From an optimization exercise on the open Yosys and OpenROAD flow, aimed at small area, a short achievable clock period and few clock cycles per item; shortcuts taken in it are not production practice.
No run shown here included a check of the RTL's function; only the layout flow was run.
No activity file was given, so power comes from the tool's default toggle rates.

`config.mk`:
```
export PLATFORM = sky130hd
export DESIGN_NAME = Out_of_Order_divider
export DESIGN_NICKNAME = Out_of_Order_divider
export VERILOG_FILES = /design/flow/design.v
export SDC_FILE = /design/flow/constraint.sdc
export NUM_CORES = 4
export LEC_CHECK = 0
export CAP_MARGIN = 20
export CORE_MARGIN = 2
export CORE_UTILIZATION = 40
export PLACE_DENSITY = 0.6
export SLEW_MARGIN = 20
```
`constraint.sdc`:
```
create_clock -name core_clock -period 6.0 [get_ports {clk}]
set_input_delay 1.2000 -clock core_clock [delete_from_list [all_inputs] [get_ports {clk}]]
set_output_delay 1.2000 -clock core_clock [all_outputs]
set_load 0.01 [all_outputs]
```
`design.v`:
```
module single_divider (Clk, a_in, d_in, q_out, r_out);
input Clk;
input [7:0] a_in, d_in;
output [7:0] q_out, r_out;
wire [0:0] pr0 = a_in[7];
wire ge0 = (d_in[7:1] == 0) && (pr0 >= d_in[0:0]);
wire [0:0] nr0 = ge0 ? (pr0 - d_in[0:0]) : pr0;
wire [0:0] r1 = nr0;
wire [0:0] q1 = ge0;
wire [6:0] a1 = a_in[6:0];
wire [7:0] d1 = d_in;
wire [1:0] pr1 = {r1, a1[6]};
wire ge1 = (d1[7:2] == 0) && (pr1 >= d1[1:0]);
wire [1:0] nr1 = ge1 ? (pr1 - d1[1:0]) : pr1;
wire [1:0] r2 = nr1;
wire [1:0] q2 = {q1, ge1};
wire [5:0] a2 = a1[5:0];
wire [7:0] d2 = d1;
wire [2:0] pr2 = {r2, a2[5]};
wire ge2 = (d2[7:3] == 0) && (pr2 >= d2[2:0]);
wire [2:0] nr2 = ge2 ? (pr2 - d2[2:0]) : pr2;
reg [2:0] r3;
always @(posedge Clk) r3 <= nr2;
reg [2:0] q3;
always @(posedge Clk) q3 <= {q2, ge2};
reg [4:0] a3;
always @(posedge Clk) a3 <= a2[4:0];
reg [7:0] d3;
always @(posedge Clk) d3 <= d2;
wire [3:0] pr3 = {r3, a3[4]};
wire ge3 = (d3[7:4] == 0) && (pr3 >= d3[3:0]);
wire [3:0] nr3 = ge3 ? (pr3 - d3[3:0]) : pr3;
wire [3:0] r4 = nr3;
wire [3:0] q4 = {q3, ge3};
wire [3:0] a4 = a3[3:0];
wire [7:0] d4 = d3;
wire [4:0] pr4 = {r4, a4[3]};
wire ge4 = (d4[7:5] == 0) && (pr4 >= d4[4:0]);
wire [4:0] nr4 = ge4 ? (pr4 - d4[4:0]) : pr4;
wire [4:0] r5 = nr4;
wire [4:0] q5 = {q4, ge4};
wire [2:0] a5 = a4[2:0];
wire [7:0] d5 = d4;
wire [5:0] pr5 = {r5, a5[2]};
wire ge5 = (d5[7:6] == 0) && (pr5 >= d5[5:0]);
wire [5:0] nr5 = ge5 ? (pr5 - d5[5:0]) : pr5;
wire [5:0] r6 = nr5;
wire [5:0] q6 = {q5, ge5};
wire [1:0] a6 = a5[1:0];
wire [7:0] d6 = d5;
wire [6:0] pr6 = {r6, a6[1]};
wire ge6 = (d6[7:7] == 0) && (pr6 >= d6[6:0]);
wire [6:0] nr6 = ge6 ? (pr6 - d6[6:0]) : pr6;
reg [6:0] r7;
always @(posedge Clk) r7 <= nr6;
reg [6:0] q7;
always @(posedge Clk) q7 <= {q6, ge6};
reg [0:0] a7;
always @(posedge Clk) a7 <= a6[0:0];
reg [7:0] d7;
always @(posedge Clk) d7 <= d6;
wire [7:0] pr7 = {r7, a7[0]};
wire ge7 = 1'b1 && (pr7 >= d7[7:0]);
wire [7:0] nr7 = ge7 ? (pr7 - d7[7:0]) : pr7;
wire [7:0] r8 = nr7;
wire [7:0] q8 = {q7, ge7};
assign q_out = q8;
assign r_out = r8;
endmodule
`timescale 1 ns / 100 ps
module Out_of_Order_divider (clk, rst, start, memory_write_complete, dd_addr, dd_data, qr_we, qr_addr, qr_data);
input clk, rst, start;
output memory_write_complete;
output [4:0] dd_addr;
input [15:0] dd_data;
output qr_we;
output [4:0] qr_addr;
output [15:0] qr_data;
reg [5:0] cnt;
reg run;
wire last = run && (cnt == 6'd33);
always @(posedge clk, posedge rst)
begin
  if (rst) begin
    cnt <= 6'd0;
    run <= 1'b0;
  end else if (last) begin
    cnt <= 6'd0;
    run <= 1'b0;
  end else if (start || run) begin
    cnt <= cnt + 6'd1;
    run <= 1'b1;
  end
end
wire [5:0] wcnt = cnt - 6'd2;
assign dd_addr = cnt[4:0];
assign qr_we = run && (cnt >= 6'd2);
assign qr_addr = wcnt[4:0];
assign memory_write_complete = last;
single_divider divider (.Clk(clk), .a_in(dd_data[15:8]), .d_in(dd_data[7:0]), .q_out(qr_data[15:8]), .r_out(qr_data[7:0]));
endmodule
```
`flow/run.sh`:
```
#!/bin/bash
# The standard layout, with every input and output port buffered by a
# sky130_fd_sc_hd__buf_1 instead of the resizer's default choice.
set -euo pipefail
bash standard.sh BUFFER_PORTS_ARGS="-buffer_cell sky130_fd_sc_hd__buf_1"  finish > standard.log 2>&1
```
`standard.sh`:
```
#!/bin/bash
# synth_recipe.tcl (not shown) runs the flow's synth.tcl, then flattens the netlist and writes it again
# the make line also repeats each setting of config.mk as NAME=value (left out here)
make -C /OpenROAD-flow-scripts/flow DESIGN_CONFIG=/design/flow/config.mk WORK_HOME=/design/flow/orfs CLKGATE_MAP_FILE= SYNTH_SCRIPT=/design/flow/synth_recipe.tcl "${@:-finish}"
```
==> results by group, run 1 <==
Run status
  • Outcome: failed layout checks
  • Layout Check Failures: negative setup slack

Timing
  • Setup TNS: -111.7 ps
  • Final hold viol count: 0
  • Period utilization: 100.7%
  • Slew headroom: 54.47%
  • Slew Limit Fails: 0
  • Unrepaired setup endpoints after global routing: yes
  • Minimum clock period: slightly above 6000 ps
  • Setup Skew: ~16 ps
  • Worst-Margin Slew: slightly below 700 ps
  • Worst Hold Slack: between 300 and 400 ps
  • Final WS setup: -44.26 ps
  • Fmax: ~0.17 GHz
  • Setup Viol. Count Final: 4

Place
  • Dpl cells: 513
  • Post-DP HPWL: 5814 um
  • Area after DPL: ~0.0038 mm2
  • Placement Setup Slack: -179.5 ps
  • Routability cong.: between 0.9 and 1
  • I/O Buffers: between 40 and 50

Clock network
  • Maximum root-to-sink buffer count: 2
  • Inserted Clock Buffers: 5
  • Clock-pin slew on the worst setup and hold paths: between 100 and 150 ps
  • H-tree lvl count: 2
  • CTS Root Cell: clkbuf_8
  • Clock sinks: between 40 and 50
  • TritonCTS clock tree: yes
  • Hold Buf Count CTS: 0
  • Clk Latency, worst-skew pair: ~320 ps

Worst setup path
  • CP Capture Type: flop
  • Arrival time worst endpoint: between 6000 and 7000 ps
  • Critical path class: flop to flop
  • Critical Path Max Stage Delay: ~400 ps
  • Worst Setup Start Kind: flop
  • CP Data Required Time: ~6200 ps
  • CP Max Fanout: 6
  • CP max-delay cell: o31ai_4

Yosys
  • Warnings from Yosys: 2
  • Syn avg cell area: approximately 9.3 um2
  • Mapped Cells: 348
  • Unique masters post-synth: 54
  • Post-synth EDFFs: 0
  • Async S/R FF share, synth: roughly 14%
  • Synth Flop Type: dfxtp_1
  • Cell Area, Synth: between 0.003 and 0.004 mm2
  • Net Count, Synth: about 420
  • Share of the yosys chip area belonging to registers: 31.24%
  • Synth Register Bits: 49

Power
  • Lkg Pwr: 1.936 nW
  • Combinational share of power: around 48%
  • Clock power share: 17.4%
  • Pwr per Cell Area: between 200 and 300 mW/mm2
  • Switching Fraction: 39.02%
  • Int Pwr: around 0.74 mW
  • Switch Pwr: 0.4756 mW
  • Flop pwr share: about a third
  • VDD IR-drop max: between 0.1 and 0.15 mV

Drt
  • DR WL/cell: between 10 and 15 um
  • Post-route ant nets: 0
  • WL final: 7264 um
  • Routed via count: around 2.7k
  • Number of DRC markers in iteration 0: 74
  • First-pass DRT Iterations: 4
  • DRC: 0
  • Vias/cell: roughly 5

Global route
  • Antenna violations before repair: 0
  • First-pass GRT wire length: around 12000 um
  • Largest net degree at the start of global routing: 19
  • Vias in the first global route: between 2k and 3k
  • Overall routing resource usage: between 10% and 20%
  • Grt total ovfl: 0

Cells and area
  • Seq. cell area: a little over 0.001 mm2
  • Final instance area: roughly 0.0042 mm2
  • Layout cells sized above 1: a little over a quarter
  • Non-Filler Instances: ~550
  • Area growth from synthesis to layout: 28.97%
  • Diodes inserted: 0
  • Final nets: around 510
  • Fillcell total: between 700 and 800
  • Footprint of the multi-input gates: 0.002191 mm2

Min path
  • Worst min-delay path category: flop to flop

Floorplanning
  • Die Wd: 94.17 um
  • Die area: between 0.008 and 0.009 mm2
  • Initial Util: between 40% and 50%
  • Die H: approximately 94 um
  • Core footprint: roughly 0.0078 mm2
  • Io pins: 47
  • Num rows: 32

Run
  • Max-Cap Viols: 0
==> per-stage QoR <==
stage / util [%] / total power [mW]
2_1_floorplan: - / 0.8497
3_3_place_gp: 48.59 / 0.9660
3_5_place_dp: 48.59 / 0.9757
4_1_cts: 52.84 / 1.218
5_1_grt: 53.72 / 1.317
6_report: 53.72 / 1.219
==> logic make-up after synthesis <==
logic type      share of synthesized area [%]
buf+inv                                 7.080
flops                                   31.24
simple gates                            13.74
xor+xnor                                4.579
fa+ha+maj                               20.08
compound gates                          15.12
mux                                     8.157
==> worst paths after layout <==
check	from	endpoint	slack, ps	cells past startpoint
setup / recovery	divider.a3[4]	divider.r7[4]	-40	28
max in group asynchronous	rst	cnt[2]	5000	2
hold reg to reg	divider.q3[2]	divider.q7[6]	340	0
setup reg to reg	divider.a3[4]	divider.r7[4]	-40	28
hold / removal	divider.q3[2]	divider.q7[6]	340	0
min in group asynchronous	rst	cnt[3]	780	2
==> repair_timing <==
item	4_1_cts	5_1_grt
setup buffers	21	5
pin swaps	13	3
endpoints found under the setup margin	8	8
resized for setup	16	9
==> final cells by class <==
cell class / count / share of cell area, %
clock inverter: 3 / 0.6862
tap: 102 / 3.043
sequential: 49 / 24.31
clock buffer: 5 / 1.641
inverter: 44 / 3.938
multi-input combinational: 245 / 52.24
timing repair buffer: 99 / 14.14
==> flip-flops by register name (all words and copies together), names as in the netlist, 3 cells and up <==
signal      count
divider.q3      3
divider.q7      7
divider.d3      8
cnt             6
divider.r7      7
divider.r3      3
divider.d7      8
divider.a3      5
==> worst max-delay path, delay by kind of cell, from the launching register on <==
family,cells,cell delay (ps)
flops,1,330
buf+inv,4,350
mux,3,810
compound gates,11,2580
fa+ha+maj,5,1240
simple gates,5,630
==> synth_stat cells (all sizes together) (2+ instances only) <==
cell,n,area share [%]
inv,44,5.1
dfxtp,42,26
ha,41,16
nor2,29,3.3
o21ai,18,2.8
a21oi,17,2.7
mux2,14,5.0
nor3,12,2.2
xnor2,12,3.2
nand2,11,1.3
mux2i,10,3.2
buf,8,1.8
nand2b,8,1.5
dfrtp,7,5.4
fa,7,4.3
o21a,7,1.6
nor2b,6,1.2
a211oi,5,1.2
a21o,5,1.2
xor2,5,1.3
o31ai,4,0.92
a21boi,3,0.69
nand3,3,0.46
nand4,3,0.58
o31a,3,0.81
clkbuf,2,0.23
o41ai,2,1.1
or2,2,0.38
or3,2,0.54
==> placed cells by master (no fill, tap or decap), types with 7 or more instances in the layout <==
| master | netlist | layout |
|---|---|---|
| nor3_1 | 11 | 11 |
| dfxtp_1 | 42 | 39 |
| ha_1 | 41 | 37 |
| o21a_1 | 7 | 7 |
| buf_1 | 0 | 46 |
| dfrtp_1 | 7 | 7 |
| xnor2_1 | 12 | 12 |
| nand2_1 | 11 | 9 |
| inv_1 | 42 | 39 |
| a21oi_1 | 16 | 12 |
| nand2b_1 | 8 | 7 |
| mux2_2 | 11 | 9 |
| nor2_1 | 29 | 28 |
| o21ai_0 | 18 | 17 |
| buf_4 | 7 | 47 |
==> power groups by stage <==
stage	sequential [mW]	combinational, mW	clock [mW]
after floorplan	0.414	0.436	0
after global placement	0.429	0.537	0
after detailed placement	0.432	0.544	0
after CTS	0.424	0.576	0.217
after global routing	0.432	0.653	0.232
final	0.423	0.584	0.212
==> per-layer routing <==
layer  track usage [%]  part of all wire [%]  vias up
li1                  -                     -     1400
met1             21.13                    46     1267
met5                 0                     0        -
met3             2.648                   3.6        8
met2             31.25                    49       49
met4             4.227                   1.2        0
==> run 2, diff against run 1 <==
--- a/design.v
+++ b/design.v
@@ -21,10 +21,6 @@
 wire [2:0] nr2 = ge2 ? (pr2 - d2[2:0]) : pr2;
-reg [2:0] r3;
-always @(posedge Clk) r3 <= nr2;
-reg [2:0] q3;
-always @(posedge Clk) q3 <= {q2, ge2};
-reg [4:0] a3;
-always @(posedge Clk) a3 <= a2[4:0];
-reg [7:0] d3;
-always @(posedge Clk) d3 <= d2;
+wire [2:0] r3 = nr2;
+wire [2:0] q3 = {q2, ge2};
+wire [4:0] a3 = a2[4:0];
+wire [7:0] d3 = d2;
 wire [3:0] pr3 = {r3, a3[4]};
@@ -32,6 +28,10 @@
 wire [3:0] nr3 = ge3 ? (pr3 - d3[3:0]) : pr3;
-wire [3:0] r4 = nr3;
-wire [3:0] q4 = {q3, ge3};
-wire [3:0] a4 = a3[3:0];
-wire [7:0] d4 = d3;
+reg [3:0] r4;
+always @(posedge Clk) r4 <= nr3;
+reg [3:0] q4;
+always @(posedge Clk) q4 <= {q3, ge3};
+reg [3:0] a4;
+always @(posedge Clk) a4 <= a3[3:0];
+reg [7:0] d4;
+always @(posedge Clk) d4 <= d3;
 wire [4:0] pr4 = {r4, a4[3]};
==> run 2 against run 1 <==
Net effect: now clean on timing, DRC and antenna; non-clock buffer count shrank 39; count of clock-buffer cells in the layout is the same; combinational power shrank 15%; worst hold slack lost 3.8 ps; clock skew shrank 8.5 ps; maximum frequency grew 6.1%; total power shrank 4.0%; die area grew 1.4%; synthesized area grew 1.4%; cell count shrank 6.6%; register-to-register slack gained 790 ps; first-iteration DRC count grew 32%; critical endpoint is now divider.r4[3]; highest routed layer unchanged.
==> results by group, run 2 <==
Power
  • Pwr per Cell Area: 311.3 mW/mm2 (was 290.6 mW/mm2)
  • VDD IR-drop max: 0.1144 mV (was 0.1055 mV)
  • Total power: 1.170 mW (was 1.219 mW)
  • Lkg Pwr: 1.729 nW (was 1.936 nW)

Place
  • Post-DP HPWL: 5516 um (was 5814 um)
  • Dpl cells: 503 (was 513)
  • Area after DPL: 0.003635 mm2 (was 0.003794 mm2)
  • I/O Buffers: 46 (unchanged)
  • Placement Setup Slack: -111.9 ps (was -179.5 ps)
  • Routability cong.: 0.8015 (was 0.9112)

Floorplanning
  • Die area: 0.008988 mm2 (was 0.008867 mm2)
  • Num rows: 33 (was 32)
  • Core footprint: 0.008093 mm2 (was 0.007807 mm2)
  • Die Wd: 94.81 um (was 94.17 um)
  • Die H: 94.81 um (was 94.17 um)
  • Io pins: 47 (unchanged)
  • Initial Util: 40.75% (was 41.65%)

Clock network
  • Clk Latency, worst-skew pair: 310 ps (was 320 ps)
  • Post-CTS Setup Bufs: 0 (was 21)
  • TritonCTS clock tree: yes (unchanged)
  • CTS Root Cell: clkbuf_8 (unchanged)
  • Clock-pin slew on the worst setup and hold paths: 100 ps (was 110 ps)
  • Inserted Clock Buffers: 5 (unchanged)
  • H-tree lvl count: 2 (unchanged)
  • Clock sinks: 50 (was 49)
  • Hold Buf Count CTS: 0 (unchanged)
  • Gates resized, CTS repair: 0 (was 16)
  • Maximum root-to-sink buffer count: 2 (unchanged)

Timing
  • Worst-Margin Slew: 845.3 ps (was 677.8 ps)
  • Period utilization: 94.96% (was 100.7%)
  • Slew headroom: 43.13% (was 54.47%)
  • Setup Skew: 7.770 ps (was 16.24 ps)
  • Setup TNS: 0 ps (was -111.7 ps)
  • Worst Hold Slack: 334.6 ps (was 338.4 ps)
  • Fmax: 0.1755 GHz (was 0.1654 GHz)
  • Final WS setup: 302.6 ps (was -44.26 ps)
  • Setup Viol. Count Final: 0 (was 4)
  • Slew Limit Fails: 0 (unchanged)
  • Unrepaired setup endpoints after global routing: no (was yes)
  • Final hold viol count: 0 (unchanged)
  • Minimum clock period: 5697 ps (was 6044 ps)

Min path
  • Worst min-delay path category: flop to flop (unchanged)
  • Critical hold path startpoint: divider.a4[0] (was divider.q3[2])
  • Cells on Worst Hold Path: 0 (unchanged)
  • Min-Delay Endpoint: divider.a7 (was divider.q7[6])

Cells and area
  • Most common cell after layout, fill and taps aside: buf_1 (was buf_4)
  • Diodes inserted: 0 (unchanged)
  • Most frequent cells in the layout: 46 x buf_1, 43 x dfxtp_1, 41 x inv_1, 41 x ha_1, 28 x nor2_1 (was 47 x buf_4, 46 x buf_1, 39 x inv_1, 39 x dfxtp_1, 37 x ha_1)
  • Final nets: 472 (was 511)
  • Non-Filler Instances: 511 (was 547)
  • Finished Core Util: 46.44% (was 53.72%)
  • Top flop regs: divider.d4 (8), divider.d7 (8) (was divider.d3 (8), divider.d7 (8))
  • Final instance area: 0.003759 mm2 (was 0.004194 mm2)
  • Layout cells sized above 1: 14.53% (was 26.29%)
  • Area growth from synthesis to layout: 13.96% (was 28.97%)

Global route
  • Antenna violations before repair: 0 (unchanged)
  • Vias in the first global route: 2443 (was 2707)
  • First-pass GRT wire length: 11100 um (was 12070 um)
  • Largest net degree at the start of global routing: 18 (was 19)
  • Grt total ovfl: 0 (unchanged)
  • Overall routing resource usage: 15.66% (was 17.20%)

Worst setup path
  • CP Max Fanout: 6 (unchanged)
  • Critical path class: input pin to flop (was flop to flop)
  • Arrival time worst endpoint: 5900 ps (was 6240 ps)
  • Worst Setup Start Kind: input pin (was flop)
  • CP Capture Type: flop (unchanged)
  • Reg-to-reg endpoint: divider.r7[6] (was divider.r7[4])
  • Worst R2R Path Depth: 20 (was 28)
  • CP Data Required Time: 6200 ps (about the same)
  • CP startpoint: dd_data[5] (was divider.a3[4])
  • Worst R2R Start: divider.d4[1] (was divider.a3[4])
  • R2r setup slk: 750 ps (was -40 ps)

Yosys
  • Yosys top cell area share: 26.10% (was 25.86%)
  • Most frequent cell after synthesis: dfxtp_1
  • Mapped Cells: 348 (unchanged)
  • Largest area contributor in the netlist: dfxtp_1 (unchanged)
  • Cell Area, Synth: 0.003298 mm2 (was 0.003252 mm2)
  • Leading cell types by total area after synthesis: dfxtp_1 26%, ha_1 16%, mux2_2 6.5% (was dfxtp_1 26%, ha_1 16%, dfrtp_1 5.4%)
  • Async S/R FF share, synth: 14.00% (was 14.29%)
  • Synth Register Bits: 50 (was 49)
  • Unique masters post-synth: 48 (was 54)
  • Warnings from Yosys: 2 (unchanged)
  • Share of the yosys chip area belonging to registers: 31.41% (was 31.24%)
  • Synth Flop Type: dfxtp_1 (unchanged)
  • Net Count, Synth: 415 (unchanged)
  • Syn avg cell area: 9.477 um2 (was 9.344 um2)
  • Post-synth EDFFs: 0 (unchanged)
  • Top post-synthesis cells by count: 43 x dfxtp_1, 41 x ha_1, 41 x inv_1 (was 42 x dfxtp_1, 42 x inv_1, 41 x ha_1)

Drt
  • Routed via count: 2505 (was 2724)
  • WL final: 6542 um (was 7264 um)
  • Post-route ant nets: 0 (unchanged)
  • DRC: 0 (unchanged)
  • Vias/cell: 4.902 (was 4.980)
  • First-pass DRT Iterations: 4 (unchanged)
  • DR WL/cell: 12.80 um (was 13.28 um)
  • Number of DRC markers in iteration 0: 98 (was 74)

Run status
  • Outcome: complete, no violations (was failed layout checks)

Run
  • Max-Cap Viols: 0 (unchanged)
run 2: worst max path at each step:
stage / to / cells past startpoint / slack, ps
6_report: divider.r4[3] / 23 / 300
5_1_grt: divider.r4[2] / 23 / 40
4_1_cts: divider.r4[3] / 23 / 200
3_5_place_dp: divider.r4[3] / 23 / -110
3_3_place_gp: divider.r4[1] / 23 / -60
2_1_floorplan: divider.r4[1] / 21 / 90
run 2: power breakdown:
group          internal (mW)  switching (mW)
clock                  0.127           0.117
sequential             0.378          0.0528
combinational          0.229           0.266
run 2: worst max-delay path, cell delays in order:
cell	delay (ps)
buf_1	110
or4_4	550
or3_4	350
nor3_2	180
mux2i_1	310
ha_1	280
a21oi_1	190
buf_4	150
nor2_4	40
mux2_4	190
inv_1	40
ha_1	260
a21o_1	100
a21oi_1	50
or3_1	340
mux2i_1	130
buf_4	140
fa_1	410
a21o_1	170
a21o_1	170
a21oi_1	170
nor2_2	90
mux2_2	270
run 2: area by class of cell:
type                       instances  area, um2
clock buffer                       5      68.82
clock inverter                     3      47.55
fill                             787       4334
inverter                          43      161.4
multi-input combinational        245       2036
sequential                        50       1036
tap                              105      131.4
timing repair buffer              60      277.8
run 2: cell families after synthesis:
group	after synthesis	share of synthesized area, %
DFF	50	31.41
muxes	30	10.13
xor gates and xnor gates	17	4.514
and+or+nand+nor	80	12.44
adders and majority gates	48	19.80
AOI/OAI and AO/OA	70	14.61
buffers and inverters	53	7.094
run 2: routing by layer:
metal | global-route usage (%) | up-vias | part of all wire, %
met4 | 4.348 | 0 | 0.87
met3 | 2.634 | 4 | 3.2
met2 | 26.89 | 42 | 47
li1 | - | 1303 | -
met1 | 20.26 | 1156 | 49
met5 | 0 | - | 0
==> run 3, diff against run 2 <==
==> run.sh (new file) <==
#!/bin/bash
# synth_recipe.tcl (not shown) runs the flow's synth.tcl, then flattens the netlist and writes it again
# the make line also repeats each setting of config.mk as NAME=value (left out here)
make -C /OpenROAD-flow-scripts/flow DESIGN_CONFIG=/design/flow/config.mk WORK_HOME=/design/flow/orfs CLKGATE_MAP_FILE= SYNTH_SCRIPT=/design/flow/synth_recipe.tcl finish
removed: flow/run.sh
removed: standard.sh
==> run 3 against run 2 <==
Net effect: still clean; first-iteration DRC count is 48% lower; cell area is 9.6% higher; worst hold slack better by 1.0 ps; global-route usage is 0.75 points higher; via count is 2.5% higher; critical path depth stayed put; combinational power is 22% higher; total power is 6.0% higher; flip-flop and latch count stayed put; clock skew is 0.73 ps higher; synthesized cell count stayed put; die area stayed put.
==> results by group, run 3 <==
Timing
  • Worst-Margin Slew: 851.4 ps (was 845.3 ps)
  • Minimum clock period: 5631 ps (was 5697 ps)
  • Worst Hold Slack: 335.6 ps (was 334.6 ps)
  • Setup Viol. Count Final: 0 (unchanged)
  • Fmax: 0.1776 GHz (was 0.1755 GHz)
  • Slew Limit Fails: 0 (unchanged)
  • Period utilization: 93.85% (was 94.96%)
  • Slew headroom: 42.72% (was 43.13%)
  • Final WS setup: 368.8 ps (was 302.6 ps)
  • Final hold viol count: 0 (unchanged)
  • Unrepaired setup endpoints after global routing: no (unchanged)
  • Setup TNS: 0 ps (unchanged)
  • Setup Skew: 8.503 ps (was 7.770 ps)

Worst setup path
  • Buf/Inv on CP: 4 (unchanged)
  • Most frequent CP cell: a21o_1
  • R2r setup slk: 600 ps (was 750 ps)
  • Critical Path Max Stage Delay: 570 ps (was 550 ps)
  • CP Data Required Time: 6190 ps (was 6200 ps)
  • Critical path class: input pin to flop (unchanged)
  • CP Cell Sequence: dlymetal6s2s_1, or4_4, or3_4, nor3_4, mux2i_2, ha_1, a21oi_2, buf_4, nor2_4, mux2_4, inv_1, ha_1, a21o_1, a21oi_1, or3_4, mux2i_1, buf_4, fa_2, a21o_1, a21o_1, a21oi_2, nor2_4, mux2_2 (was buf_1, or4_4, or3_4, nor3_2, mux2i_1, ha_1, a21oi_1, buf_4, nor2_4, mux2_4, inv_1, ha_1, a21o_1, a21oi_1, or3_1, mux2i_1, buf_4, fa_1, a21o_1, a21o_1, a21oi_1, nor2_2, mux2_2)
  • Worst R2R Start: divider.d4[1] (unchanged)
  • CP Capture Type: flop (unchanged)
  • CP Max Fanout: 5 (was 6)
  • Worst R2R Path Depth: 20 (unchanged)
  • Reg-to-reg endpoint: divider.r7[6] (unchanged)
  • Arrival time worst endpoint: 5830 ps (was 5900 ps)
  • Worst Setup Start Kind: input pin (unchanged)
  • CP max-delay cell: or4_4 (unchanged)
  • Top delay family on crit path: simple AND/OR/NAND/NOR gates (unchanged)

Cells and area
  • Most frequent cells in the layout: 43 x dfxtp_1, 42 x clkdlybuf4s50_1, 41 x inv_1, 41 x ha_1, 27 x nor2_1 (was 46 x buf_1, 43 x dfxtp_1, 41 x inv_1, 41 x ha_1, 28 x nor2_1)
  • Fillcell total: 766 (was 787)
  • Finished Core Util: 50.91% (was 46.44%)
  • Top flop regs: divider.d4 (8), divider.d7 (8) (unchanged)
  • Most common cell after layout, fill and taps aside: dfxtp_1 (was buf_1)
  • Area growth from synthesis to layout: 24.92% (was 13.96%)
  • Layout cells sized above 1: 17.43% (was 14.53%)
  • Non-Filler Instances: 518 (was 511)
  • Diodes inserted: 0 (unchanged)
  • Final nets: 479 (was 472)

Place
  • I/O Buffers: 46 (unchanged)
  • Post-DP HPWL: 5544 um (was 5516 um)
  • Placement Setup Slack: -475.8 ps (was -111.9 ps)
  • Routability cong.: 0.8529 (was 0.8015)
  • Dpl cells: 509 (was 503)

Clock network
  • Inserted Clock Buffers: 5 (unchanged)
  • TritonCTS clock tree: yes (unchanged)
  • Clock sinks: 50 (unchanged)
  • Clk Latency, worst-skew pair: 300 ps (was 310 ps)
  • Clock-pin slew on the worst setup and hold paths: 100 ps (about the same)
  • CTS Root Cell: clkbuf_8 (unchanged)
  • H-tree lvl count: 2 (unchanged)
  • Maximum root-to-sink buffer count: 2 (unchanged)
  • Hold Buf Count CTS: 0 (unchanged)

Yosys
  • Syn avg cell area: 9.477 um2 (unchanged)
  • Post-synthesis compound-gate area fraction: 14.61% (unchanged)
  • Async S/R FF share, synth: 14.00% (unchanged)
  • Yosys top cell area share: 26.10% (unchanged)
  • Top post-synthesis cells by count: 43 x dfxtp_1, 41 x ha_1, 41 x inv_1 (unchanged)
  • Largest area contributor in the netlist: dfxtp_1 (unchanged)
  • Leading cell types by total area after synthesis: dfxtp_1 26%, ha_1 16%, mux2_2 6.5% (unchanged)
  • Synth Register Bits: 50 (unchanged)
  • Mux contribution to synthesized area: 10.13% (unchanged)
  • Unique masters post-synth: 48 (unchanged)
  • Post-synth EDFFs: 0 (unchanged)
  • Warnings from Yosys: 2 (unchanged)
  • Most frequent cell after synthesis: dfxtp_1 (unchanged)
  • Net Count, Synth: 415 (unchanged)
  • Fraction of synthesized cell area in xor and xnor cells: 4.514% (unchanged)
  • Synth Flop Type: dfxtp_1 (unchanged)
  • Share of the yosys chip area belonging to registers: 31.41% (unchanged)
  • Post-synthesis simple-gate area fraction: 12.44% (unchanged)
  • Cell Area, Synth: 0.003298 mm2 (unchanged)
  • Mapped Cells: 348 (unchanged)
  • Post-synthesis adder-cell area fraction: 19.80% (unchanged)
  • Main combinational cell family by area after synthesis: adder cells (unchanged)

Power
  • Combinational share of power: 48.7% (was 42.3%)
  • VDD IR-drop max: 0.1148 mV (was 0.1144 mV)
  • Clock power share: 16.5% (was 20.9%)
  • Flop pwr share: 34.8% (was 36.9%)
  • Pwr per Cell Area: 300.9 mW/mm2 (was 311.3 mW/mm2)
  • Switch Pwr: 0.4399 mW (was 0.4356 mW)
  • Switching Fraction: 35.48% (was 37.22%)
  • Lkg Pwr: 1.915 nW (was 1.729 nW)
  • Int Pwr: 0.7999 mW (was 0.7346 mW)

Run
  • Max-Cap Viols: 0 (unchanged)

Global route
  • Largest net degree at the start of global routing: 19 (was 18)
  • Overall routing resource usage: 16.41% (was 15.66%)
  • Vias in the first global route: 2512 (was 2443)
  • Antenna violations before repair: 0 (unchanged)
  • First-pass GRT wire length: 11730 um (was 11100 um)
  • Grt total ovfl: 0 (unchanged)

Min path
  • Cells on Worst Hold Path: 0 (unchanged)
  • Min-Delay Endpoint: divider.q7[6] (was divider.a7)
  • Worst min-delay path category: flop to flop (unchanged)
  • Critical hold path startpoint: divider.q4[3] (was divider.a4[0])

Drt
  • WL final: 6764 um (was 6542 um)
  • Number of DRC markers in iteration 0: 51 (was 98)
  • DRC: 0 (unchanged)
  • DR WL/cell: 13.06 um (was 12.80 um)
  • Post-route ant nets: 0 (unchanged)
  • Routed via count: 2568 (was 2505)
  • Vias/cell: 4.958 (was 4.902)
  • First-pass DRT Iterations: 4 (unchanged)

Floorplanning
  • Die area: 0.008988 mm2 (unchanged)
  • Initial Util: 40.75% (unchanged)
  • Die H: 94.81 um (unchanged)
  • Core footprint: 0.008093 mm2 (unchanged)
  • Io pins: 47 (unchanged)
  • Num rows: 33 (unchanged)
  • Die Wd: 94.81 um (unchanged)

Run status
  • Outcome: complete, no violations (unchanged)
-- run 3: cell counts after synthesis --
No cell type changed its count.
-- run 3: how the worst max path moves through the flow --
stage	cells past startpoint	slack, ps	to	startpoint
global route	23	160	divider.r4[1]	dd_data[7]
floorplan	21	90	divider.r4[1]	dd_data[4]
finish	23	370	divider.r4[1]	dd_data[7]
global placement	23	-360	divider.r4[1]	dd_data[5]
CTS	23	9	divider.r4[1]	dd_data[6]
detailed placement	23	-480	divider.r4[1]	dd_data[4]
-- run 3: cell type report --
cell class | instances | area [um2] | share of cell area [%]
Clock inverter | 3 | 26.28 | 0.6377
Tap cell | 105 | 131.4 | 3.189
Clock buffer | 5 | 68.82 | 1.670
Inverter | 43 | 161.4 | 3.917
Sequential cell | 50 | 1036 | 25.14
Multi-Input combinational cell | 245 | 2068 | 50.20
Timing Repair Buffer | 67 | 628.1 | 15.24
-- run 3: through the flow --
stage               total power, mW  cell area (um2)
global placement              1.034             3968
floorplan                    0.8313             3298
global route                  1.338             4120
detailed placement            1.044             3968
finish                        1.240             4120
CTS                           1.253             4090
-- run 3: logic make-up after synthesis --
logic type / after synthesis
buffers and inverters: 53
AO/OA/AOI/OAI: 70
AND/OR/NAND/NOR: 80
adder cells (fa/ha/maj): 48
XOR/XNOR: 17
flip-flops: 50
multiplexers: 30
-- run 3: power by group through the flow --
stage	Clock, mW	Sequential (mW)	Combinational (mW)
after global placement	0	0.440	0.595
after floorplan	0	0.419	0.412
after detailed placement	0	0.441	0.603
final	0.205	0.431	0.604
after CTS	0.211	0.433	0.609
after global routing	0.224	0.441	0.673
-- run 3: timing repair --
item,4_1_cts,5_1_grt
resized for setup,7,7
setup endpoints to repair,5,5
pin swaps,3,7
setup buffers,0,1
-- run 3: routing by layer --
| layer | vias to the layer above | wire, um | GRT usage, % |
|---|---|---|---|
| li1 | 1324 | - | - |
| met1 | 1195 | 3265 | 22.08 |
| met2 | 43 | 3217 | 27.84 |
| met3 | 6 | 218 | 2.474 |
| met4 | 0 | 63 | 3.623 |
| met5 | - | 0 | 0 |
-- run 3: worst reg2reg max path, cell delays in order (launching register included) --
cell      delay [ps]
dfxtp_1          470
inv_1            180
ha_1             320
nand2b_1         100
a21oi_1           90
o21ai_1          310
mux2_2           420
ha_1             330
and3_1           180
a31o_2           260
o31ai_4          440
nor2_1            80
a21oi_1          310
inv_1             90
ha_1             310
nor2b_1          150
o31ai_1          270
a21oi_1          170
o41ai_2          390
inv_2            130
mux2_2           300
==> run 4, diff against run 3 <==
--- a/design.v
+++ b/design.v
@@ -53,10 +53,6 @@
 wire [6:0] nr6 = ge6 ? (pr6 - d6[6:0]) : pr6;
-reg [6:0] r7;
-always @(posedge Clk) r7 <= nr6;
-reg [6:0] q7;
-always @(posedge Clk) q7 <= {q6, ge6};
-reg [0:0] a7;
-always @(posedge Clk) a7 <= a6[0:0];
-reg [7:0] d7;
-always @(posedge Clk) d7 <= d6;
+wire [6:0] r7 = nr6;
+wire [6:0] q7 = {q6, ge6};
+wire [0:0] a7 = a6[0:0];
+wire [7:0] d7 = d6;
 wire [7:0] pr7 = {r7, a7[0]};
@@ -80,3 +76,3 @@
 reg run;
-wire last = run && (cnt == 6'd33);
+wire last = run && (cnt == 6'd32);
 always @(posedge clk, posedge rst)
@@ -94,5 +90,5 @@
 end
-wire [5:0] wcnt = cnt - 6'd2;
+wire [5:0] wcnt = cnt - 6'd1;
 assign dd_addr = cnt[4:0];
-assign qr_we = run && (cnt >= 6'd2);
+assign qr_we = run && (cnt >= 6'd1);
 assign qr_addr = wcnt[4:0];
==> run 4 against run 3 <==
Net effect: now fails the layout checks on negative setup slack; critical path depth grew 5; die area shrank 14%; count of clock-buffer cells in the layout shrank 1; total power grew 3.0%; core utilization grew 21 points; combinational power grew 53%; flip-flop and latch count shrank 23; worst hold slack gained 230 ps; register-to-register slack gained 3600 ps; critical path type is now flop to primary output; largest cell class unchanged; highest routed layer unchanged.
==> results by group, run 4 <==
Run
  • Max-Cap Viols: 0 (unchanged)

Clock network
  • CTS Root Cell: clkbuf_8 (unchanged)
  • Maximum root-to-sink buffer count: 2 (unchanged)
  • Inserted Clock Buffers: 3 (was 5)
  • Clock sinks: 27 (was 50)
  • H-tree lvl count: 1 (was 2)
  • Clk Latency, worst-skew pair: 260 ps (was 300 ps)
  • TritonCTS clock tree: yes (unchanged)
  • Clock-pin slew on the worst setup and hold paths: 80 ps (was 100 ps)
  • Hold Buf Count CTS: 0 (unchanged)

Cells and area
  • Area growth from synthesis to layout: 73.16% (was 24.92%)
  • Finished Core Util: 71.66% (was 50.91%)
  • Diodes inserted: 0 (unchanged)
  • Layout cells sized above 1: 48.01% (was 17.43%)
  • Most common cell after layout, fill and taps aside: buf_4 (was dfxtp_1)
  • Final nets: 568 (was 479)
  • Top flop regs: divider.d4 (8), cnt (6) (was divider.d4 (8), divider.d7 (8))
  • Max reg flops: 8
  • Biggest register: divider.d4
  • Non-Filler Instances: 598 (was 518)
  • Most frequent cells in the layout: 117 x buf_4, 36 x clkdlybuf4s50_1, 32 x inv_1 (was 43 x dfxtp_1, 42 x clkdlybuf4s50_1, 41 x inv_1, 41 x ha_1, 27 x nor2_1)

Worst setup path
  • Critical Path Max Stage Delay: 420 ps (was 570 ps)
  • Worst Setup Start Kind: flop (was input pin)
  • CP Data Required Time: 4800 ps (was 6190 ps)
  • Critical path class: flop to primary output (was input pin to flop)
  • CP Capture Type: primary output (was flop)
  • Arrival time worst endpoint: 6100 ps (was 5830 ps)
  • CP Max Fanout: 6 (was 5)
  • Worst R2R Path Depth: 7 (was 20)
  • CP max-delay cell: a311o_2 (was or4_4)

Yosys
  • Synth Register Bits: 27 (was 50)
  • Mapped Cells: 339 (was 348)
  • Unique masters post-synth: 56 (was 48)
  • Async S/R FF share, synth: 25.93% (was 14.00%)
  • Syn avg cell area: 8.293 um2 (was 9.477 um2)
  • Share of the yosys chip area belonging to registers: 20.47% (was 31.41%)
  • Top post-synthesis cells by count: 40 x inv_1, 39 x ha_1, 34 x nor2_1 (was 43 x dfxtp_1, 41 x ha_1, 41 x inv_1)
  • Most frequent cell after synthesis: inv_1 (was dfxtp_1)
  • Synth Flop Type: dfxtp_1 (unchanged)
  • Net Count, Synth: 404 (was 415)
  • Largest area contributor in the netlist: ha_1 (was dfxtp_1)
  • Leading cell types by total area after synthesis: ha_1 17%, dfxtp_1 14%, dfrtp_1 6.2% (was dfxtp_1 26%, ha_1 16%, mux2_2 6.5%)
  • Post-synth EDFFs: 0 (unchanged)
  • Warnings from Yosys: 2 (unchanged)
  • Cell Area, Synth: 0.002811 mm2 (was 0.003298 mm2)
  • Yosys top cell area share: 17.36% (was 26.10%)

Min path
  • Cells on Worst Hold Path: 1 (was 0)
  • Worst min-delay path category: flop to flop (unchanged)

Timing
  • Worst Hold Slack: 565.6 ps (was 335.6 ps)
  • Setup Viol. Count Final: 9 (was 0)
  • Period utilization: 121.6% (was 93.85%)
  • Slew headroom: 79.12% (was 42.72%)
  • Slew Limit Fails: 0 (unchanged)
  • Final WS setup: -1295 ps (was 368.8 ps)
  • Setup Skew: 0.7538 ps (was 8.503 ps)
  • Final hold viol count: 0 (unchanged)
  • Worst-Margin Slew: 310.9 ps (was 851.4 ps)
  • Unrepaired setup endpoints after global routing: yes (was no)
  • Fmax: 0.1371 GHz (was 0.1776 GHz)
  • Minimum clock period: 7295 ps (was 5631 ps)

Drt
  • Post-route ant nets: 0 (unchanged)
  • DRC: 0 (unchanged)
  • First-pass DRT Iterations: 4 (unchanged)
  • DR WL/cell: 13.93 um (was 13.06 um)
  • WL final: 8330 um (was 6764 um)
  • Number of DRC markers in iteration 0: 77 (was 51)
  • Vias/cell: 4.960 (was 4.958)
  • Routed via count: 2966 (was 2568)

Run status
  • Layout Check Failures: negative setup slack
  • Outcome: failed layout checks (was complete, no violations)

Global route
  • Vias in the first global route: 3136 (was 2512)
  • Antenna violations before repair: 0 (unchanged)
  • Grt total ovfl: 0 (unchanged)
  • Largest net degree at the start of global routing: 15 (was 19)
  • First-pass GRT wire length: 14010 um (was 11730 um)
  • Overall routing resource usage: 22.65% (was 16.41%)

Place
  • Placement Setup Slack: -1594 ps (was -475.8 ps)
  • Dpl cells: 569 (was 509)
  • Routability cong.: 0.8572 (was 0.8529)
  • I/O Buffers: 46 (unchanged)
  • Post-DP HPWL: 6426 um (was 5544 um)

Power
  • Total power: 1.277 mW (was 1.240 mW)
  • Pwr per Cell Area: 262.4 mW/mm2 (was 300.9 mW/mm2)
  • VDD IR-drop max: 0.3349 mV (was 0.1148 mV)
  • Lkg Pwr: 2.297 nW (was 1.915 nW)

Floorplanning
  • Die H: 87.84 um (was 94.81 um)
  • Die Wd: 87.84 um (was 94.81 um)
  • Io pins: 47 (unchanged)
  • Initial Util: 41.38% (was 40.75%)
  • Core footprint: 0.006794 mm2 (was 0.008093 mm2)
  • Num rows: 30 (was 33)
  • Die area: 0.007715 mm2 (was 0.008988 mm2)
-- run 4: changes by cell type after synthesis, sizes merged, moves of 4 or more --
cell | before | now
and2 | 0 | 4
and3 | 1 | 5
dfxtp | 43 | 20
mux2 | 21 | 11
nor2 | 30 | 34
nor4 | 5 | 1
-- run 4: report_power, final --
group          internal [mW]  switching, mW  total, mW
Clock                 0.0475         0.0526      0.100
Combinational          0.522          0.401      0.923
Sequential             0.209         0.0451      0.254
-- run 4: logic make-up (layout without fill, tap and decap cells) --
family                     after synthesis  after routing  synth area share (%)
AOI/OAI and AO/OA                       82             82                 19.18
xor gates and xnor gates                17             17                 5.296
adders and majority gates               46             46                 22.34
buffers and inverters                   55            218                 8.722
DFF                                     27             27                 20.47
muxes                                   17             17                 6.676
and+or+nand+nor                         95             95                 17.31
-- run 4: layout make-up --
| class | instances | area [um2] |
|---|---|---|
| Clock buffer | 4 | 45.04 |
| Fill cell | 530 | 1926 |
| Inverter | 41 | 166.4 |
| Multi-Input combinational cell | 257 | 2511 |
| Sequential cell | 27 | 588.1 |
| Tap cell | 96 | 120.1 |
| Timing Repair Buffer | 173 | 1438 |
-- run 4: worst paths after layout --
path / start / end / slack, ps
worst min-delay path: cnt[4] / cnt[4] / 570
min in group asynchronous: rst / cnt[4] / 1170
max in group asynchronous: rst / cnt[3] / 4620
worst max register to register: cnt[0] / cnt[3] / 4170
worst max-delay path: divider.d4[4] / qr_data[5] / -1300
worst min register to register: cnt[4] / cnt[4] / 570
-- run 4: per-stage QoR --
stage	TNS (ps)	area [um2]
floorplan	-7674	3094
global placement	-13650	4333
detailed placement	-14820	4333
CTS	-10310	4758
global route	-12730	4868
finish	-10780	4868
-- run 4: repair_timing --
action / in CTS / in global routing
pin swaps: 26 / 8
resized for setup: 96 / 22
endpoints found under the setup margin: 12 / 15
setup buffers: 23 / 3
-- run 4: per-layer routing --
| layer | up-vias | part of all wire, % | track usage [%] |
|---|---|---|---|
| li1 | 1505 | - | - |
| met1 | 1401 | 44 | 27.07 |
| met2 | 44 | 51 | 41.80 |
| met3 | 16 | 2.7 | 3.016 |
| met4 | 0 | 2.5 | 6.993 |
| met5 | - | 0 | 0 |
-- run 4: worst max-delay path, delay by kind of cell, from the launching register on --
kind	cells	cell delay [ps]
flip-flops	1	340
adder cells (fa/ha/maj)	4	1170
AND/OR/NAND/NOR	8	1220
AO/OA/AOI/OAI	9	1940
multiplexers	2	660
buffers and inverters	5	500
==> run 5, diff against run 4 <==
==> flow/run.sh (new file) <==
#!/bin/bash
# The standard layout, with every input and output port buffered by a
# sky130_fd_sc_hd__buf_1 instead of the resizer's default choice.
set -euo pipefail
bash standard.sh BUFFER_PORTS_ARGS="-buffer_cell sky130_fd_sc_hd__buf_1"  finish > standard.log 2>&1
==> standard.sh (new file) <==
#!/bin/bash
# synth_recipe.tcl (not shown) runs the flow's synth.tcl, then flattens the netlist and writes it again
# the make line also repeats each setting of config.mk as NAME=value (left out here)
make -C /OpenROAD-flow-scripts/flow DESIGN_CONFIG=/design/flow/config.mk WORK_HOME=/design/flow/orfs CLKGATE_MAP_FILE= SYNTH_SCRIPT=/design/flow/synth_recipe.tcl "${@:-finish}"
removed: run.sh
==> run 5 against run 4 <==
Net effect: non-clock buffer count is 5 lower; count of clock-buffer cells in the layout is 1 lower; routed wire length is 2.3% higher; critical endpoint is now qr_data[3]; still fails the layout checks on negative setup slack; combinational power is 6.1% lower; global-route usage is 0.25 points lower; register-to-register slack hardly changed; largest power group unchanged; critical path depth is 3 higher; first-iteration DRC count is 9.1% lower; core utilization is 3.6 points lower; via count is 0.84% higher; total power is 4.5% lower.
==> results by group, run 5 <==
Drt
  • Vias/cell: 5.035 (was 4.960)
  • Number of DRC markers in iteration 0: 70 (was 77)
  • DR WL/cell: 14.35 um (was 13.93 um)
  • DRC: 0 (unchanged)
  • Post-route ant nets: 0 (unchanged)
  • WL final: 8524 um (was 8330 um)
  • Routed via count: 2991 (was 2966)
  • First-pass DRT Iterations: 4 (unchanged)

Worst setup path
  • CP Data Required Time: 4800 ps (about the same)
  • CP Capture Type: primary output (unchanged)
  • Critical Path Max Stage Delay: 390 ps (was 420 ps)
  • Worst Setup Start Kind: flop (unchanged)
  • CP max-delay cell: fa_2 (was a311o_2)
  • Most frequent CP cell: buf_6
  • CP Max Fanout: 6 (unchanged)
  • Arrival time worst endpoint: 6170 ps (was 6100 ps)
  • Critical path class: flop to primary output (unchanged)

Place
  • Post-DP HPWL: 6522 um (was 6426 um)
  • Placement Setup Slack: -1393 ps (was -1594 ps)
  • I/O Buffers: 46 (unchanged)
  • Dpl cells: 563 (was 569)
  • Routability cong.: 0.8792 (was 0.8572)

Cells and area
  • Final nets: 564 (was 568)
  • Biggest register: divider.d4 (unchanged)
  • Non-Filler Instances: 594 (was 598)
  • Footprint of the multi-input gates: 0.002544 mm2 (was 0.002511 mm2)
  • Most frequent cells in the layout: 112 x buf_4, 37 x buf_1, 31 x inv_1 (was 117 x buf_4, 36 x clkdlybuf4s50_1, 32 x inv_1)
  • Most common cell after layout, fill and taps aside: buf_4 (unchanged)
  • Top flop regs: divider.d4 (8), cnt (6) (unchanged)
  • Max reg flops: 8 (unchanged)
  • Fillcell total: 541 (was 530)
  • Seq. cell area: 584.3 um2 (was 588.1 um2)
  • Diodes inserted: 0 (unchanged)
  • Layout cells sized above 1: 48.59% (was 48.01%)
  • Area growth from synthesis to layout: 64.40% (was 73.16%)

Timing
  • Final WS setup: -1370 ps (was -1295 ps)
  • Slew Limit Fails: 0 (unchanged)
  • Worst-Margin Slew: 320.9 ps (was 310.9 ps)
  • Setup Viol. Count Final: 9 (unchanged)
  • Period utilization: 122.8% (was 121.6%)
  • Slew headroom: 78.52% (was 79.12%)
  • Setup Skew: 0.6490 ps (was 0.7538 ps)
  • Final hold viol count: 0 (unchanged)
  • Fmax: 0.1357 GHz (was 0.1371 GHz)
  • Setup TNS: -11610 ps (was -10780 ps)
  • Minimum clock period: 7370 ps (was 7295 ps)
  • Unrepaired setup endpoints after global routing: yes (unchanged)

Yosys
  • Synth Flop Type: dfxtp_1 (unchanged)
  • Net Count, Synth: 404 (unchanged)
  • Cell Area, Synth: 0.002811 mm2 (unchanged)
  • Most frequent cell after synthesis: inv_1 (unchanged)
  • Largest area contributor in the netlist: ha_1 (unchanged)
  • Syn avg cell area: 8.293 um2 (unchanged)
  • Yosys top cell area share: 17.36% (unchanged)
  • Warnings from Yosys: 2 (unchanged)
  • Top post-synthesis cells by count: 40 x inv_1, 39 x ha_1, 34 x nor2_1 (unchanged)
  • Unique masters post-synth: 56 (unchanged)
  • Synth Register Bits: 27 (unchanged)
  • Leading cell types by total area after synthesis: ha_1 17%, dfxtp_1 14%, dfrtp_1 6.2% (unchanged)
  • Post-synth EDFFs: 0 (unchanged)
  • Mapped Cells: 339 (unchanged)
  • Share of the yosys chip area belonging to registers: 20.47% (unchanged)
  • Async S/R FF share, synth: 25.93% (unchanged)

Floorplanning
  • Die area: 0.007715 mm2 (unchanged)
  • Num rows: 30 (unchanged)
  • Die H: 87.84 um (unchanged)
  • Initial Util: 41.38% (unchanged)
  • Die Wd: 87.84 um (unchanged)
  • Core footprint: 0.006794 mm2 (unchanged)
  • Io pins: 47 (unchanged)

Clock network
  • Clock sinks: 27 (unchanged)
  • CTS Root Cell: clkbuf_8 (unchanged)
  • TritonCTS clock tree: yes (unchanged)
  • Inserted Clock Buffers: 3 (unchanged)
  • Clk Latency, worst-skew pair: 270 ps (was 260 ps)
  • Clock-pin slew on the worst setup and hold paths: 90 ps (was 80 ps)
  • H-tree lvl count: 1 (unchanged)
  • Maximum root-to-sink buffer count: 2 (unchanged)
  • Hold Buf Count CTS: 0 (unchanged)

Global route
  • Largest net degree at the start of global routing: 16 (was 15)
  • Grt total ovfl: 0 (unchanged)
  • First-pass GRT wire length: 13750 um (was 14010 um)
  • Overall routing resource usage: 22.40% (was 22.65%)
  • Vias in the first global route: 3012 (was 3136)
  • Antenna violations before repair: 0 (unchanged)

Run status
  • Outcome: failed layout checks (unchanged)
  • Layout Check Failures: negative setup slack (unchanged)

Power
  • Lkg Pwr: 2.161 nW (was 2.297 nW)
  • Pwr per Cell Area: 264.0 mW/mm2 (was 262.4 mW/mm2)
  • Total power: 1.220 mW (was 1.277 mW)
  • VDD IR-drop max: 0.2328 mV (was 0.3349 mV)

Run
  • Max-Cap Viols: 0 (unchanged)

Min path
  • Worst min-delay path category: flop to flop (unchanged)
[run 5: cell counts after synthesis]
No cell type changed its count.
[run 5: cell families (layout without fill, tap and decap cells)]
logic type	Yosys count	in the layout	share of synthesized area, %
AOI/OAI and AO/OA	82	83	19.18
xor gates and xnor gates	17	17	5.296
adders and majority gates	46	46	22.34
buffers and inverters	55	213	8.722
DFF	27	27	20.47
muxes	17	17	6.676
and+or+nand+nor	95	95	17.31
[run 5: power breakdown]
part           total (mW)  switching [mW]  internal [mW]
sequential          0.253          0.0439          0.209
clock               0.101          0.0544         0.0465
combinational       0.867           0.415          0.452
[run 5: final cells by class]
class | count | area share, %
Multi-Input combinational cell | 258 | 55.04
Timing Repair Buffer | 168 | 25.07
Sequential cell | 27 | 12.64
Inverter | 41 | 3.655
Tap cell | 96 | 2.599
Clock buffer | 3 | 0.8933
Clock inverter | 1 | 0.1083
[run 5: worst paths after layout]
| check | from | to | slack, ps | cells after the start |
|---|---|---|---|---|
| max | divider.d4[4] | qr_data[3] | -1370 | 31 |
| min | cnt[4] | cnt[4] | 560 | 1 |
| max reg2reg | cnt[0] | cnt[3] | 4180 | 7 |
| min reg2reg | cnt[4] | cnt[4] | 560 | 1 |
| max in group asynchronous | rst | cnt[3] | 4970 | 2 |
| min in group asynchronous | rst | cnt[4] | 820 | 2 |
[run 5: worst max-delay path: cells and delay by family (launching register included)]
kind | cells | cell delay, ps
buffers and inverters | 9 | 970
AOI/OAI and AO/OA | 8 | 1670
and+or+nand+nor | 8 | 1060
muxes | 2 | 640
DFF | 1 | 350
adders and majority gates | 4 | 1200
[run 5: routing by layer]
layer	part of all wire, %	global-route usage (%)	up-vias
li1	-	-	1501
met1	43	26.69	1411
met2	52	41.67	58
met3	3.0	2.451	21
met4	2.6	7.273	0
met5	0	0	-
[run 5: repair_timing]
action	4_1_cts	5_1_grt
pin swaps	30	16
setup endpoints to repair	9	13
gates cloned	1	0
gates resized for setup	49	42
buffers inserted	21	5
[run 5: stage by stage]
stage / instance area, um2 / hold slack (ps) / utilization [%]
3_3_place_gp: 4000 / 544.9 / 58.88
3_5_place_dp: 4000 / 556.8 / 58.88
6_report: 4622 / 562.1 / 68.03
4_1_cts: 4420 / 569.7 / 65.06
2_1_floorplan: 3094 / 502.2 / -
5_1_grt: 4622 / 593.1 / 68.03
==> run 6, diff against run 5 <==
--- a/design.v
+++ b/design.v
@@ -28,10 +28,6 @@
 wire [3:0] nr3 = ge3 ? (pr3 - d3[3:0]) : pr3;
-reg [3:0] r4;
-always @(posedge Clk) r4 <= nr3;
-reg [3:0] q4;
-always @(posedge Clk) q4 <= {q3, ge3};
-reg [3:0] a4;
-always @(posedge Clk) a4 <= a3[3:0];
-reg [7:0] d4;
-always @(posedge Clk) d4 <= d3;
+wire [3:0] r4 = nr3;
+wire [3:0] q4 = {q3, ge3};
+wire [3:0] a4 = a3[3:0];
+wire [7:0] d4 = d3;
 wire [4:0] pr4 = {r4, a4[3]};
@@ -39,6 +35,10 @@
 wire [4:0] nr4 = ge4 ? (pr4 - d4[4:0]) : pr4;
-wire [4:0] r5 = nr4;
-wire [4:0] q5 = {q4, ge4};
-wire [2:0] a5 = a4[2:0];
-wire [7:0] d5 = d4;
+reg [4:0] r5;
+always @(posedge Clk) r5 <= nr4;
+reg [4:0] q5;
+always @(posedge Clk) q5 <= {q4, ge4};
+reg [2:0] a5;
+always @(posedge Clk) a5 <= a4[2:0];
+reg [7:0] d5;
+always @(posedge Clk) d5 <= d4;
 wire [5:0] pr5 = {r5, a5[2]};
==> run 6 against run 5 <==
Net effect: the layout still fails its checks (negative setup slack); cell area shrank 2.5%; clock power grew 46%; sequential share of layout area grew 0.62 points; non-clock buffer count shrank 19; critical path type unchanged; largest cell class unchanged.
==> results by group, run 6 <==
Timing
  • Final hold viol count: 0 (unchanged)
  • Unrepaired setup endpoints after global routing: yes (unchanged)
  • Slew headroom: 66.42% (was 78.52%)
  • Fmax: 0.1639 GHz (was 0.1357 GHz)
  • Final WS setup: -103.1 ps (was -1370 ps)
  • Setup Skew: 0.5951 ps (was 0.6490 ps)
  • Setup TNS: -677.2 ps (was -11610 ps)
  • Minimum clock period: 6103 ps (was 7370 ps)
  • Worst-Margin Slew: 502.7 ps (was 320.9 ps)
  • Setup Viol. Count Final: 11 (was 9)
  • Slew Limit Fails: 0 (unchanged)
  • Worst Hold Slack: 570.5 ps (was 562.1 ps)
  • Period utilization: 101.7% (was 122.8%)

Yosys
  • Share of the yosys chip area belonging to registers: 20.43% (was 20.47%)
  • Unique masters post-synth: 55 (was 56)
  • Top post-synthesis cells by count: 42 x inv_1, 39 x ha_1, 21 x dfxtp_1, 21 x nor2_1, 19 x a21oi_1 (was 40 x inv_1, 39 x ha_1, 34 x nor2_1)
  • Mapped Cells: 333 (was 339)
  • Async S/R FF share, synth: 25.00% (was 25.93%)
  • Post-synthesis adder-cell area fraction: 21.55% (was 22.34%)
  • Fraction of synthesized cell area in xor and xnor cells: 6.910% (was 5.296%)
  • Yosys top cell area share: 16.74% (was 17.36%)
  • Mux contribution to synthesized area: 10.52% (was 6.676%)
  • Most frequent cell after synthesis: inv_1 (unchanged)
  • Post-synth EDFFs: 0 (unchanged)
  • Cell Area, Synth: 0.002915 mm2 (was 0.002811 mm2)
  • Largest area contributor in the netlist: ha_1 (unchanged)
  • Syn avg cell area: 8.755 um2 (was 8.293 um2)
  • Leading cell types by total area after synthesis: ha_1 17%, dfxtp_1 14%, dfrtp_1 6.0% (was ha_1 17%, dfxtp_1 14%, dfrtp_1 6.2%)
  • Synth Flop Type: dfxtp_1 (unchanged)
  • Warnings from Yosys: 2 (unchanged)
  • Post-synthesis simple-gate area fraction: 13.05% (was 17.31%)
  • Main combinational cell family by area after synthesis: adder cells (unchanged)
  • Synth Register Bits: 28 (was 27)
  • Post-synthesis compound-gate area fraction: 19.18% (about the same)
  • Net Count, Synth: 398 (was 404)

Drt
  • DRC: 0 (unchanged)
  • WL final: 7929 um (was 8524 um)
  • DR WL/cell: 13.79 um (was 14.35 um)
  • Post-route ant nets: 0 (unchanged)
  • First-pass DRT Iterations: 6 (was 4)
  • Vias/cell: 4.814 (was 5.035)
  • Routed via count: 2768 (was 2991)
  • Number of DRC markers in iteration 0: 57 (was 70)

Worst setup path
  • CP Capture Type: primary output (unchanged)
  • Worst Setup Start Kind: flop (unchanged)
  • Critical path class: flop to primary output (unchanged)
  • CP Data Required Time: 4800 ps (about the same)
  • Buf/Inv on CP: 7 (was 9)
  • Arrival time worst endpoint: 4900 ps (was 6170 ps)
  • CP Max Fanout: 5 (was 6)
  • Critical Path Max Stage Delay: 360 ps (was 390 ps)
  • Top delay family on crit path: compound AO/OA/AOI/OAI gates (unchanged)
  • CP max-delay cell: fa_2 (unchanged)

Clock network
  • Hold Buf Count CTS: 0 (unchanged)
  • H-tree lvl count: 1 (unchanged)
  • CTS Root Cell: clkbuf_8 (unchanged)
  • Inserted Clock Buffers: 3 (unchanged)
  • Maximum root-to-sink buffer count: 2 (unchanged)
  • Clock-pin slew on the worst setup and hold paths: 100 ps (was 90 ps)
  • Clk Latency, worst-skew pair: 270 ps (about the same)
  • Clock sinks: 28 (was 27)
  • TritonCTS clock tree: yes (unchanged)

Global route
  • M2 GR Usage: 35.02% (was 41.67%)
  • GRT met3 Usage: 1.200% (was 2.451%)
  • First-pass GRT wire length: 12410 um (was 13750 um)
  • Gr busiest metal: met2 (unchanged)
  • Grt total ovfl: 0 (unchanged)
  • Vias in the first global route: 2715 (was 3012)
  • Antenna violations before repair: 0 (unchanged)
  • Largest net degree at the start of global routing: 17 (was 16)
  • GR Layer Usage met1: 25.76% (was 26.69%)
  • Overall routing resource usage: 19.63% (was 22.40%)

Cells and area
  • Top flop regs: divider.d5 (8), cnt (6) (was divider.d4 (8), cnt (6))
  • Most frequent cells in the layout: 92 x buf_4, 39 x inv_1, 36 x buf_1 (was 112 x buf_4, 37 x buf_1, 31 x inv_1)
  • Area growth from synthesis to layout: 54.64% (was 64.40%)
  • Final nets: 542 (was 564)
  • Most common cell after layout, fill and taps aside: buf_4 (unchanged)
  • Diodes inserted: 0 (unchanged)
  • Fillcell total: 618 (was 541)
  • Biggest register: divider.d5 (was divider.d4)
  • Layout cells sized above 1: 43.28% (was 48.59%)
  • Max reg flops: 8 (unchanged)

Run status
  • Outcome: failed layout checks (unchanged)
  • Layout Check Failures: negative setup slack (unchanged)

Place
  • Routability cong.: 0.8607 (was 0.8792)
  • Post-DP HPWL: 5777 um (was 6522 um)
  • I/O Buffers: 46 (unchanged)

Floorplanning
  • Core footprint: 0.007137 mm2 (was 0.006794 mm2)
  • Num rows: 31 (was 30)
  • Die H: 89.37 um (was 87.84 um)
  • Initial Util: 40.85% (was 41.38%)
  • Die Wd: 89.37 um (was 87.84 um)
  • Die area: 0.007987 mm2 (was 0.007715 mm2)
  • Io pins: 47 (unchanged)

Run
  • Max-Cap Viols: 0 (unchanged)

Power
  • Lkg Pwr: 2.079 nW (was 2.161 nW)
  • VDD IR-drop max: 0.1350 mV (was 0.2328 mV)
  • Pwr per Cell Area: 271.3 mW/mm2 (was 264.0 mW/mm2)

Min path
  • Worst min-delay path category: flop to flop (unchanged)
-- run 6: cell count changes in the layout (fill, tap and decap cells not counted), moves of 4 or more --
cell / previous run / this run
buf_2: 6 / 1
dfxtp_1: 15 / 19
nor2_2: 7 / 2
buf_6: 11 / 16
nor2_1: 26 / 17
buf_4: 112 / 92
inv_1: 31 / 39
o21ai_0: 12 / 8
xnor2_1: 7 / 15
-- run 6: worst paths after layout --
kind                                from  cells past startpoint         end  slack (ps)
max in group asynchronous            rst                      2      cnt[2]        4970
setup reg to reg                  cnt[0]                      6      cnt[0]        4050
setup / recovery           divider.a5[2]                     25  qr_data[6]        -100
hold / removal                    cnt[4]                      1      cnt[4]         570
hold reg to reg                   cnt[4]                      1      cnt[4]         570
min in group asynchronous            rst                      2      cnt[4]         820
-- run 6: final cells by class --
cell class	count	area [um2]	area share (%)
multi-input combinational	249	2496	55.37
timing repair buffer	149	1046	23.20
sequential	28	598.1	13.27
clock buffer	3	41.29	0.9159
inverter	46	172.7	3.830
clock inverter	1	30.03	0.6661
tap	99	123.9	2.748
-- run 6: logic make-up after synthesis --
family / Yosys count
AOI/OAI and AO/OA: 79
xor gates and xnor gates: 23
adders and majority gates: 46
buffers and inverters: 56
DFF: 28
muxes: 28
and+or+nand+nor: 73
-- run 6: power by group --
part           internal, mW  total [mW]  switching, mW
sequential            0.216       0.256         0.0396
clock                0.0893       0.147         0.0578
combinational         0.439       0.820          0.381
total                 0.744        1.22          0.479
-- run 6: per-layer routing --
metal	up-vias	routed length, um
li1	1446	-
met1	1277	3471
met5	-	0
met2	37	4231
met3	8	149
met4	0	77
-- run 6: per-stage QoR --
step | area [um2] | worst slack [ps] | cells | util (%) | total power, mW
CTS | 4248 | -28.76 | 565 | 59.52 | 1.143
global route | 4508 | -364.5 | 575 | 63.17 | 1.328
floorplan | 2969 | -271.9 | 333 | - | 0.6997
detailed placement | 3742 | -497.0 | 541 | 52.44 | 0.8798
finish | 4508 | -103.1 | 575 | 63.17 | 1.223
global placement | 3742 | -362.2 | 541 | 52.44 | 0.8684
-- run 6: what timing repair did --
item                                    CTS  global route
hold endpoints to repair                  0             0
resized for setup                        59            43
gates cloned                              0             0
endpoints found under the setup margin   15            15
pin swaps                                32            32
buffers inserted                         20            10
==> run 7, diff against run 6 <==
==> run.sh (new file) <==
#!/bin/bash
# synth_recipe.tcl (not shown) runs the flow's synth.tcl, then flattens the netlist and writes it again
# the make line also repeats each setting of config.mk as NAME=value (left out here)
make -C /OpenROAD-flow-scripts/flow DESIGN_CONFIG=/design/flow/config.mk WORK_HOME=/design/flow/orfs CLKGATE_MAP_FILE= SYNTH_SCRIPT=/design/flow/synth_recipe.tcl finish
removed: flow/run.sh
removed: standard.sh
==> run 7 against run 6 <==
Net effect: the layout still fails its checks (negative setup slack); combinational power grew 9.6%; register-to-register slack gained 30 ps; global-route usage grew 0.95 points; core utilization grew 4.8 points; critical path depth shrank 2; via count grew 3.8%; synthesized cell count is the same; sequential power is essentially flat; sequential share of layout area shrank 0.93 points.
==> results by group, run 7 <==
Run status
  • Outcome: failed layout checks (unchanged)
  • Layout Check Failures: negative setup slack (unchanged)

Cells and area
  • Layout cells sized above 1: 47.20% (was 43.28%)
  • Seq. cell area: 598.1 um2 (unchanged)
  • Max reg flops: 8 (unchanged)
  • Final instance area: 0.004848 mm2 (was 0.004508 mm2)
  • Footprint of the multi-input gates: 0.002474 mm2 (was 0.002496 mm2)
  • Fillcell total: 611 (was 618)

Global route
  • Overall routing resource usage: 20.58% (was 19.63%)
  • Largest net degree at the start of global routing: 16 (was 17)

Place
  • Routability cong.: 0.8734 (was 0.8607)
  • Area after DPL: 0.004180 mm2 (was 0.003742 mm2)
  • Placement Setup Slack: -886.9 ps (was -497.0 ps)
  • I/O Buffers: 46 (unchanged)

Yosys
  • Mapped Cells: 333 (unchanged)
  • Synth Register Bits: 28 (unchanged)
  • Most frequent cell after synthesis: inv_1 (unchanged)
  • Leading cell types by total area after synthesis: ha_1 17%, dfxtp_1 14%, dfrtp_1 6.0% (unchanged)
  • Top post-synthesis cells by count: 42 x inv_1, 39 x ha_1, 21 x dfxtp_1, 21 x nor2_1, 19 x a21oi_1 (unchanged)
  • Net Count, Synth: 398 (unchanged)
  • Syn avg cell area: 8.755 um2 (unchanged)
  • Share of the yosys chip area belonging to registers: 20.43% (unchanged)
  • Cell Area, Synth: 0.002915 mm2 (unchanged)

Timing
  • Slew Limit Fails: 0 (unchanged)
  • Worst-Margin Slew: 450.4 ps (was 502.7 ps)
  • Unrepaired setup endpoints after global routing: yes (unchanged)
  • Setup Viol. Count Final: 12 (was 11)
  • Final WS setup: -207.6 ps (was -103.1 ps)
  • Minimum clock period: 6208 ps (was 6103 ps)

Drt
  • Vias/cell: 4.796 (was 4.814)
  • WL final: 8071 um (was 7929 um)
  • DRC: 0 (unchanged)
  • Routed via count: 2873 (was 2768)
  • Post-route ant nets: 0 (unchanged)
  • First-pass DRT Iterations: 4 (was 6)

Worst setup path
  • Critical path class: flop to primary output (unchanged)
  • Arrival time worst endpoint: 5010 ps (was 4900 ps)
  • Worst Setup Start Kind: flop (unchanged)
  • CP Capture Type: primary output (unchanged)
  • CP Data Required Time: 4800 ps (about the same)

Floorplanning
  • Die area: 0.007987 mm2 (unchanged)
  • Num rows: 31 (unchanged)

Clock network
  • CTS Root Cell: clkbuf_8 (unchanged)
  • Clk Latency, worst-skew pair: 260 ps (was 270 ps)
  • TritonCTS clock tree: yes (unchanged)
  • Clock-pin slew on the worst setup and hold paths: 100 ps (about the same)

Power
  • Lkg Pwr: 2.274 nW (was 2.079 nW)
  • Pwr per Cell Area: 261.3 mW/mm2 (was 271.3 mW/mm2)

Min path
  • Worst min-delay path category: flop to flop (unchanged)
run 7: metal layers:
metal / part of all wire, % / GRT usage [%]
met1: 44 / 24.83
met2: 53 / 39.87
met3: 1.5 / 1.293
met4: 1.6 / 4.071
met5: 0 / 0
run 7: path summary, 6_finish.rpt:
| kind | slack [ps] | endpoint | startpoint | depth (start not counted) |
|---|---|---|---|---|
| max | -210 | qr_data[3] | divider.a5[2] | 23 |
| min | 570 | cnt[4] | cnt[4] | 1 |
| max reg2reg | 4080 | cnt[0] | cnt[0] | 6 |
| min reg2reg | 570 | cnt[4] | cnt[4] | 1 |
| max in group asynchronous | 4610 | cnt[1] | rst | 2 |
| min in group asynchronous | 1170 | cnt[5] | rst | 2 |
run 7: logic make-up (layout without fill, tap and decap cells):
| kind of cell | Yosys count | in the layout | share of synthesized area (%) |
|---|---|---|---|
| fa+ha+maj | 46 | 46 | 21.54 |
| xor+xnor | 23 | 23 | 6.910 |
| flops | 28 | 28 | 20.43 |
| mux | 28 | 28 | 10.51 |
| buf+inv | 56 | 222 | 8.369 |
| simple gates | 73 | 73 | 13.05 |
| compound gates | 79 | 80 | 19.19 |
run 7: critical path, cell delays in order, from the launching register on:
cell and delay, ps:
dfxtp_2 330, inv_2 80, ha_4 140, inv_2 40
fa_2 360, a21oi_4 150, o21bai_4 90, o21bai_4 200
buf_6 130, mux2_4 310, ha_4 270, o21ai_2 50
a221oi_2 320, nand2_2 140, buf_12 150, mux2_4 310
ha_4 220, nor2b_4 120, o31a_1 280, o31ai_4 340
a21oi_4 130, buf_6 140, mux2_4 300, buf_6 120
run 7: layout make-up:
| cell class | instances | area share (%) |
|---|---|---|
| flip-flops and latches | 28 | 12.34 |
| well taps | 99 | 2.555 |
| inverters | 46 | 3.561 |
| clock buffers | 4 | 1.135 |
| repair buffers | 172 | 29.39 |
| multi-input cells | 250 | 51.02 |
run 7: stage by stage:
step                      cells  util (%)  hold slack [ps]  TNS (ps)
after floorplan             333         -            507.7    -878.9
after global placement      561     58.57            567.7     -7563
after detailed placement    561     58.57            561.0     -9487
after CTS                   590     65.11            574.0    -531.8
after global routing        599     67.93            632.6     -4452
final                       599     67.93            570.2     -1570
run 7: power by group:
group / total (mW) / switching (mW) / leakage, nW / internal (mW)
clock network: 0.113 / 0.0546 / 0.0288 / 0.0586
logic: 0.899 / 0.387 / 1.99 / 0.512
registers: 0.255 / 0.0389 / 0.256 / 0.216
total: 1.27 / 0.480 / 2.27 / 0.787
run 7: timing repair:
action                                  in CTS  in global routing
hold buffers                                 0                  0
setup buffers                               24                  9
endpoints found under the setup margin      15                 15
gates cloned                                 1                  0
pin swaps                                   38                 26
gates resized for setup                    114                 26

Setup slack of run 7, layout unchanged: -0.208 ns with ideal ports, -0.235 ns with driving cells assumed (clock clkbuf_16, inputs buf_2), -0.411 ns with port delays also shifted by the 0.290 ns mid clock arrival.
